Background: an optimization exercise with open tools, aiming at small area, a short achievable clock period and few clock cycles per item. Do not read the settings as production practice.
Only the layout flow was run in this run; the RTL was not checked for function there.
No activity file was given, so power comes from the tool's default toggle rates.

**flow/run.sh**
```bash
#!/bin/bash
# Own layout flow: the standard ORFS flow (standard.sh) with two changes:
#  - ABC maps each module for a light output load (ABC_LOAD_IN_FF), so the
#    small cell modules of the design keep their smallest drive strength;
#    timing repair later upsizes what the clock period needs.
#  - the port buffers are sky130_fd_sc_hd__buf_1 instead of the cell that
#    buffer_ports picks by default. Every input and output port still gets
#    its own buffer.
# make's full output goes to standard_flow.log; ORFS keeps each step's log
# under orfs/logs/.
set -euo pipefail
cd "$(dirname "$0")/.."
bash standard.sh ABC_LOAD_IN_FF=0.5 'BUFFER_PORTS_ARGS=-buffer_cell sky130_fd_sc_hd__buf_1' finish > standard_flow.log 2>&1 || { tail -50 standard_flow.log; exit 1; }
tail -5 standard_flow.log
```
**standard.sh**
```bash
#!/bin/bash
# synth_recipe.tcl (not shown) runs the flow's synth.tcl, then flattens the netlist and writes it again
# the make line also repeats each setting of config.mk as NAME=value (left out here)
make -C /OpenROAD-flow-scripts/flow DESIGN_CONFIG=/design/flow/config.mk WORK_HOME=/design/flow/orfs CLKGATE_MAP_FILE= SYNTH_SCRIPT=/design/flow/synth_recipe.tcl "${@:-finish}"
```
**config.mk**
```make
export PLATFORM = sky130hd
export DESIGN_NAME = sort_32_u8
export DESIGN_NICKNAME = sort_32_u8
export VERILOG_FILES = /design/flow/design.v
export SDC_FILE = /design/flow/constraint.sdc
export NUM_CORES = 8
export LEC_CHECK = 0
export CAP_MARGIN = 20
export CORE_MARGIN = 2
export CORE_UTILIZATION = 30
export CTS_CLUSTER_DIAMETER = 100
export CTS_CLUSTER_SIZE = 20
export PLACE_DENSITY = 0.45
export SETUP_SLACK_MARGIN = 3.2
export SLEW_MARGIN = 20
export SYNTH_HIERARCHICAL = 1
export SYNTH_MINIMUM_KEEP_SIZE = 0
```
**constraint.sdc**
```tcl
create_clock -name core_clock -period 5.5 [get_ports {clk}]
set_input_delay 1.1000 -clock core_clock [delete_from_list [all_inputs] [get_ports {clk}]]
set_output_delay 1.1000 -clock core_clock [all_outputs]
set_load 0.01 [all_outputs]
```
**design.v**
```verilog
module sort_32_u8(
    input clk,
    input rst_n,
    input vld_in,
    input [7:0] din_0,
    input [7:0] din_1,
    input [7:0] din_2,
    input [7:0] din_3,
    input [7:0] din_4,
    input [7:0] din_5,
    input [7:0] din_6,
    input [7:0] din_7,
    input [7:0] din_8,
    input [7:0] din_9,
    input [7:0] din_10,
    input [7:0] din_11,
    input [7:0] din_12,
    input [7:0] din_13,
    input [7:0] din_14,
    input [7:0] din_15,
    input [7:0] din_16,
    input [7:0] din_17,
    input [7:0] din_18,
    input [7:0] din_19,
    input [7:0] din_20,
    input [7:0] din_21,
    input [7:0] din_22,
    input [7:0] din_23,
    input [7:0] din_24,
    input [7:0] din_25,
    input [7:0] din_26,
    input [7:0] din_27,
    input [7:0] din_28,
    input [7:0] din_29,
    input [7:0] din_30,
    input [7:0] din_31,
    output vld_out,
    output [7:0] dout_0,
    output [7:0] dout_1,
    output [7:0] dout_2,
    output [7:0] dout_3,
    output [7:0] dout_4,
    output [7:0] dout_5,
    output [7:0] dout_6,
    output [7:0] dout_7,
    output [7:0] dout_8,
    output [7:0] dout_9,
    output [7:0] dout_10,
    output [7:0] dout_11,
    output [7:0] dout_12,
    output [7:0] dout_13,
    output [7:0] dout_14,
    output [7:0] dout_15,
    output [7:0] dout_16,
    output [7:0] dout_17,
    output [7:0] dout_18,
    output [7:0] dout_19,
    output [7:0] dout_20,
    output [7:0] dout_21,
    output [7:0] dout_22,
    output [7:0] dout_23,
    output [7:0] dout_24,
    output [7:0] dout_25,
    output [7:0] dout_26,
    output [7:0] dout_27,
    output [7:0] dout_28,
    output [7:0] dout_29,
    output [7:0] dout_30,
    output [7:0] dout_31
);
    reg [4:0] cnt;
    reg busy, vld_r;
    wire [4:0] cnt_nx = vld_in ? 5'd1 : cnt + 1'b1;
    wire busy_nx = vld_in | (busy & (cnt != 22));
    always @(posedge clk or negedge rst_n) begin
        if (!rst_n) begin
            cnt <= 0;
            busy <= 1'b0;
            vld_r <= 1'b0;
        end else begin
            if (vld_in | busy) cnt <= cnt_nx;
            busy <= busy_nx;
            vld_r <= busy_nx & (cnt_nx == 22);
        end
    end
    assign vld_out = vld_r;
    wire ld = vld_in;
    wire [7:0] din [0:31];
    assign din[0] = din_0;
    assign din[1] = din_1;
    assign din[2] = din_2;
    assign din[3] = din_3;
    assign din[4] = din_4;
    assign din[5] = din_5;
    assign din[6] = din_6;
    assign din[7] = din_7;
    assign din[8] = din_8;
    assign din[9] = din_9;
    assign din[10] = din_10;
    assign din[11] = din_11;
    assign din[12] = din_12;
    assign din[13] = din_13;
    assign din[14] = din_14;
    assign din[15] = din_15;
    assign din[16] = din_16;
    assign din[17] = din_17;
    assign din[18] = din_18;
    assign din[19] = din_19;
    assign din[20] = din_20;
    assign din[21] = din_21;
    assign din[22] = din_22;
    assign din[23] = din_23;
    assign din[24] = din_24;
    assign din[25] = din_25;
    assign din[26] = din_26;
    assign din[27] = din_27;
    assign din[28] = din_28;
    assign din[29] = din_29;
    assign din[30] = din_30;
    assign din[31] = din_31;
    wire [7:0] v0 [0:31];
    wire [7:0] v1 [0:31];
    reg [7:0] r [0:31];
    genvar i, j;
    generate for (i = 0; i < 32; i = i + 1) begin : g_in
        assign v0[i] = r[i];
    end endgenerate
    reg [15:0] dc0_r, dc0_t;
    always @(*) begin
        dc0_t = 16'd0;
        case (cnt_nx)
            5'd1: dc0_t = 16'h00ff;
            5'd2: dc0_t = 16'h0000;
            5'd3: dc0_t = 16'hffff;
            5'd4: dc0_t = 16'h0000;
            5'd5: dc0_t = 16'h00ff;
            5'd6: dc0_t = 16'hf0f0;
            5'd7: dc0_t = 16'hffff;
            5'd8: dc0_t = 16'h0000;
            5'd9: dc0_t = 16'h00ff;
            5'd10: dc0_t = 16'hf0f0;
            5'd11: dc0_t = 16'h3333;
            5'd12: dc0_t = 16'h0000;
            5'd13: dc0_t = 16'h00ff;
            5'd14: dc0_t = 16'hf0f0;
            5'd15: dc0_t = 16'h3333;
            5'd16: dc0_t = 16'haaaa;
            5'd17: dc0_t = 16'hffff;
            5'd18: dc0_t = 16'h0000;
            5'd19: dc0_t = 16'hffff;
            5'd20: dc0_t = 16'h0000;
            5'd21: dc0_t = 16'hffff;
            default: ;
        endcase
    end
    always @(posedge clk) begin
        dc0_r <= dc0_t;
    end
    wire [15:0] dc0 = dc0_r;
    wire [15:0] ca1_0, cb1_0, ca0_0, cb0_0;
    assign ca1_0 = dc0 | {16{ld}}, cb1_0 = ~dc0 | {16{ld}};
    assign ca0_0 = cb1_0, cb0_0 = ca1_0;
    generate for (i = 0; i < 16; i = i + 1) begin : g_ce0
        localparam [4:0] X0 = ((i >> 0) << 1) | (i & 0);
        localparam [4:0] X1 = X0 + 1;
        wire ngt, g74, ng76, ng72;
        cmp8 u_c (.a(v0[X0]), .b(v0[X1]), .ngt(ngt), .g74(g74), .ng76(ng76), .ng72(ng72));
        wire [7:0] S1, S0;
        wire s1_0, s0_0;
        cell_mux2i u_m1_0 (.s(ngt), .a0(ca1_0[i]), .a1(cb1_0[i]), .y(s1_0));
        cell_mux2i u_m0_0 (.s(ngt), .a0(ca0_0[i]), .a1(cb0_0[i]), .y(s0_0));
        assign S1[0] = s1_0; assign S0[0] = s0_0;
        assign S1[1] = s1_0; assign S0[1] = s0_0;
        assign S1[2] = s1_0; assign S0[2] = s0_0;
        assign S1[3] = s1_0; assign S0[3] = s0_0;
        wire s1_1, s0_1;
        cell_mux2i u_m1_1 (.s(g74), .a0(cb1_0[i]), .a1(ca1_0[i]), .y(s1_1));
        cell_mux2i u_m0_1 (.s(g74), .a0(cb0_0[i]), .a1(ca0_0[i]), .y(s0_1));
        assign S1[4] = s1_1; assign S0[4] = s0_1;
        assign S1[5] = s1_1; assign S0[5] = s0_1;
        assign S1[6] = s1_1; assign S0[6] = s0_1;
        assign S1[7] = s1_1; assign S0[7] = s0_1;
        for (j = 0; j < 8; j = j + 1) begin : g_b
            cell_a222oi u_y0 (.a1(ld), .a2(din[X0][j]), .b1(S1[j]), .b2(v0[X1][j]), .c1(S0[j]), .c2(v0[X0][j]), .y(v1[X0][j]));
            cell_a222oi u_y1 (.a1(ld), .a2(din[X1][j]), .b1(S1[j]), .b2(v0[X0][j]), .c1(S0[j]), .c2(v0[X1][j]), .y(v1[X1][j]));
        end
    end endgenerate
    always @(posedge clk) begin
        r[0] <= v1[0];
        r[1] <= v1[2];
        r[2] <= v1[4];
        r[3] <= v1[6];
        r[4] <= v1[8];
        r[5] <= v1[10];
        r[6] <= v1[12];
        r[7] <= v1[14];
        r[8] <= v1[16];
        r[9] <= v1[18];
        r[10] <= v1[20];
        r[11] <= v1[22];
        r[12] <= v1[24];
        r[13] <= v1[26];
        r[14] <= v1[28];
        r[15] <= v1[30];
        r[16] <= v1[1];
        r[17] <= v1[3];
        r[18] <= v1[5];
        r[19] <= v1[7];
        r[20] <= v1[9];
        r[21] <= v1[11];
        r[22] <= v1[13];
        r[23] <= v1[15];
        r[24] <= v1[17];
        r[25] <= v1[19];
        r[26] <= v1[21];
        r[27] <= v1[23];
        r[28] <= v1[25];
        r[29] <= v1[27];
        r[30] <= v1[29];
        r[31] <= v1[31];
    end
    assign dout_0 = r[0];
    assign dout_1 = r[16];
    assign dout_2 = r[8];
    assign dout_3 = r[24];
    assign dout_4 = r[4];
    assign dout_5 = r[20];
    assign dout_6 = r[12];
    assign dout_7 = r[28];
    assign dout_8 = r[2];
    assign dout_9 = r[18];
    assign dout_10 = r[10];
    assign dout_11 = r[26];
    assign dout_12 = r[6];
    assign dout_13 = r[22];
    assign dout_14 = r[14];
    assign dout_15 = r[30];
    assign dout_16 = r[1];
    assign dout_17 = r[17];
    assign dout_18 = r[9];
    assign dout_19 = r[25];
    assign dout_20 = r[5];
    assign dout_21 = r[21];
    assign dout_22 = r[13];
    assign dout_23 = r[29];
    assign dout_24 = r[3];
    assign dout_25 = r[19];
    assign dout_26 = r[11];
    assign dout_27 = r[27];
    assign dout_28 = r[7];
    assign dout_29 = r[23];
    assign dout_30 = r[15];
    assign dout_31 = r[31];
endmodule
module cmp8(input [7:0] a, input [7:0] b, output ngt, output g74, output ng76, output ng72);
    wire [7:0] g, nl;
    wire [3:0] ng1, l1;
    wire [1:0] g2, nl2;
    genvar i;
    generate for (i = 0; i < 8; i = i + 1) begin : g_b
        cell_nor2b u_g (.a(b[i]), .bn(a[i]), .y(g[i]));
        cell_nand2b u_l (.an(a[i]), .b(b[i]), .y(nl[i]));
    end endgenerate
    generate for (i = 0; i < 4; i = i + 1) begin : g_1
        cell_a21oi u_g (.a1(nl[2*i+1]), .a2(g[2*i]), .b1(g[2*i+1]), .y(ng1[i]));
        cell_o21ai u_l (.a1(g[2*i+1]), .a2(nl[2*i]), .b1(nl[2*i+1]), .y(l1[i]));
    end endgenerate
    generate for (i = 0; i < 2; i = i + 1) begin : g_2
        cell_o21ai u_g (.a1(l1[2*i+1]), .a2(ng1[2*i]), .b1(ng1[2*i+1]), .y(g2[i]));
        cell_a21oi u_l (.a1(ng1[2*i+1]), .a2(l1[2*i]), .b1(l1[2*i+1]), .y(nl2[i]));
    end endgenerate
    cell_a21oi u_3 (.a1(nl2[1]), .a2(g2[0]), .b1(g2[1]), .y(ngt));
    assign g74 = g2[1];
    assign ng76 = ng1[3];
    wire g32;
    cell_inv u_i32 (.a(ng1[1]), .y(g32));
    cell_a21oi u_72 (.a1(nl2[1]), .a2(g32), .b1(g2[1]), .y(ng72));
endmodule
module cell_inv(input a, output y); assign y = ~a; endmodule
module cell_nand2(input a, input b, output y); assign y = ~(a & b); endmodule
module cell_nor2b(input a, input bn, output y); assign y = ~a & bn; endmodule
module cell_nand2b(input an, input b, output y); assign y = ~(~an & b); endmodule
module cell_a21oi(input a1, input a2, input b1, output y); assign y = ~((a1 & a2) | b1); endmodule
module cell_o21ai(input a1, input a2, input b1, output y); assign y = ~((a1 | a2) & b1); endmodule
module cell_mux2i(input s, input a0, input a1, output y); assign y = ~(s ? a1 : a0); endmodule
module cell_a22oi(input a1, input a2, input b1, input b2, output y); assign y = ~((a1 & a2) | (b1 & b2)); endmodule
module cell_a222oi(input a1, input a2, input b1, input b2, input c1, input c2, output y); assign y = ~((a1 & a2) | (b1 & b2) | (c1 & c2)); endmodule
```
==> results.txt <==
==> state kept, by name (all words and copies together) (netlist names) <==
register / flops
r: 256
dc0_r: 16
cnt: 5
busy: 1
vld_r: 1
==> worst max-delay path by stage <==
| stage | to | cells after the start | from | slack (ns) |
|---|---|---|---|---|
| finish | dout_26[5] | 1 | r[11][5] | 3.24 |
| global route | r[31][7] | 5 | vld_in | 3.18 |
| CTS | dout_12[7] | 1 | r[6][7] | 3.20 |
| detailed placement | r[13][1] | 5 | vld_in | 2.28 |
| global placement | r[29][1] | 5 | vld_in | 2.30 |
| floorplan | r[0][0] | 5 | vld_in | 3.20 |
==> per-layer routing <==
| layer | vias up | part of all wire [%] |
|---|---|---|
| met4 | 2 | 2.2 |
| met5 | - | 0.024 |
| li1 | 5863 | - |
| met1 | 6149 | 39 |
| met2 | 544 | 51 |
| met3 | 59 | 7.0 |
==> what timing repair did <==
action,4_1_cts,5_1_grt
gates resized for setup,78,100
hold buffers,0,0
gates cloned,0,0
setup endpoints to repair,263,161
==> layout by cell type, fill, tap and decap left out, types with 20 or more instances in the layout <==
cell	count
nand2b_1	112
a222oi_1	256
a21oi_1	83
dfxtp_1	165
nor2b_1	131
clkbuf_16	20
dfxtp_2	104
mux2i_4	48
buf_1	484
o21ai_1	72
==> through the flow <==
step           hold slack, ns  area, sq um
3_3_place_gp            0.494        15300
5_1_grt                 0.518        16300
6_report                0.494        16300
2_1_floorplan           0.521        12800
3_5_place_dp            0.494        15300
4_1_cts                 0.500        16000
==> cell type report <==
cell class              count  area share, %
multi-input cells         855           44.3
diodes                      5         0.0770
inverters                   6          0.216
repair buffers            521           12.6
flip-flops and latches    279           35.5
well taps                 525           4.04
clock buffers              21           3.03
clock inverters             2          0.285
==> power breakdown <==
| group | total [mW] | switching [mW] | internal [mW] |
|---|---|---|---|
| combinational | 6.36 | 3.58 | 2.77 |
| clock | 1.43 | 0.742 | 0.690 |
| sequential | 4.77 | 1.58 | 3.19 |
| total | 12.6 | 5.91 | 6.65 |
==> flow_summary.yaml <==
outcome:
  status: "timing/DRC/antenna clean"
critical_path:
  required_ns: 4.40
  cp_top_family: "flip-flops"
  critPathKind: "flop to primary output"
  reg2reg_depth: 6
  crit_buf_inv: 1
  reg2reg_to: "r[20][1]"
  r2r_slack_ns: 3.34
  critPathLaunchType: "flop"
  cpPeakStageDelay_ns: 0.46
  worst-path-max-fanout: 5
  reg2reg_from: "r[8][7]"
  crit_chain: "buf_1"
  cp-end-kind: "primary output"
  arrival_ns: 1.16
  crit_slowest_cell: "dfxtp_2"
logic_synthesis:
  synth_area_sq_um: 12000
  syn_avg_cell_area_sq_um: 10.5
  ys_warn_count: 9
  synth_nets: 1414
  netlist_instances: 1148
cells_and_area:
  final_nets: 1947
  synthToLayoutAreaGrowth_pct: 35.3
  multi_input_area_sq_um: 7200
  fin_cells: 2214
  fillers: 4079
  final_util_pct: 41.0
  drive_above_1_share_pct: 17.6
  seq_area_sq_um: 5760
global_route:
  grt_use_met1_pct: 29.4
  gr-usage-met3_pct: 4.40
  grt_use_met2_pct: 43.8
  antenna_found_initial: 5
  grt_max_degree: 67
  grt_pass1_vias: 12100
  grt_use_total_pct: 24.2
  grt.busiest_layer: "met2"
  grt_pass1_wl_um: 76600
  grt_overflow_total: 0
sta:
  final-hold-violation-count: 0
  setup-tns-final_ns: 0
  layout_worst_path_cycle_share_pct: 41.1
  fin_skew_ns: 0.0206
  min_period_ns: 2.26
  slew_viol_final: 0
  setup_viol: 0
  tightestPinTransition_ns: 0.626
  max_freq_mhz: 442
  rsz0062_at_grt: "false"
  maxSlewHeadroom_pct: 57.4
  setup_ws_ns: 3.24
clock_tree:
  cts_root_buf: "clkbuf_16"
  cts_tree: "built"
  cts-buffers-inserted: 18
  cts_setup_buffers: 0
  htree_levels: 1
  cts_max_path_buffers: 3
  cts.sinks: 279
  clkTransAtPathRegs_ns: 0.09
  clkLatencyLatePin_ns: 0.53
place:
  dp_hpwl_um: 42500
  post-place-ws_ns: 2.28
  dp.cells: 2186
  gp_congestion: 0.896
  portBuffers: 515
power_and_ir_drop:
  ir_drop_mv: 0.283
  power.density_nw_per_um2: 773
  leakage_nw: 5.50
  totalPowerFinal_mw: 12.6
hold_path:
  hold_path.startpoint: "r[12][7]"
  whs_path_depth: 1
  min_path_type: "flop to flop"
  hold_end: "r[22][7]"
detailed_routing:
  viasPerCell: 5.70
  drc: 0
  totalWireLength_um: 53800
  drtAntennaViolNets: 0
  drt_pass1_iterations: 7
  num_vias: 12600
  drt_iter0_drc: 1941
  wl_per_cell_um: 24.3
floorplan:
  coreArea_sq_um: 39600
  io_pins: 516
  chipWidth_um: 204
  fp-row-count: 73
  dieArea_sq_um: 41700
  start_util_pct: 30.3
  dieHeight_um: 204
flow_run:
  max-cap-violations: 0

## afterwards: timing with drivers on the ports
The results above use ideal ports. As a check the final layout listed here was re-extracted and re-timed, cells and wires unchanged. Step 1 assumes that a clkbuf_16 drives the clock port and a buf_2 every other input. Step 2, shift: input delay + t, output delay - t, t = (earliest + latest rising clock arrival at the registers) / 2. This alone moves slack from input paths to output paths. Slacks: no drivers / after step 1 / after step 2; pairs: no drivers / after step 1.
t (ns): 0.571
setup WS [ns]: 3.237 / 3.182 / 2.719
slew at the worst register clock pin (ns): 0.09 / 0.09
After both steps setup and hold are still met in this run. For this run, drivers alone change the setup slack by -0.055 ns; drivers and shift together by -0.518 ns.
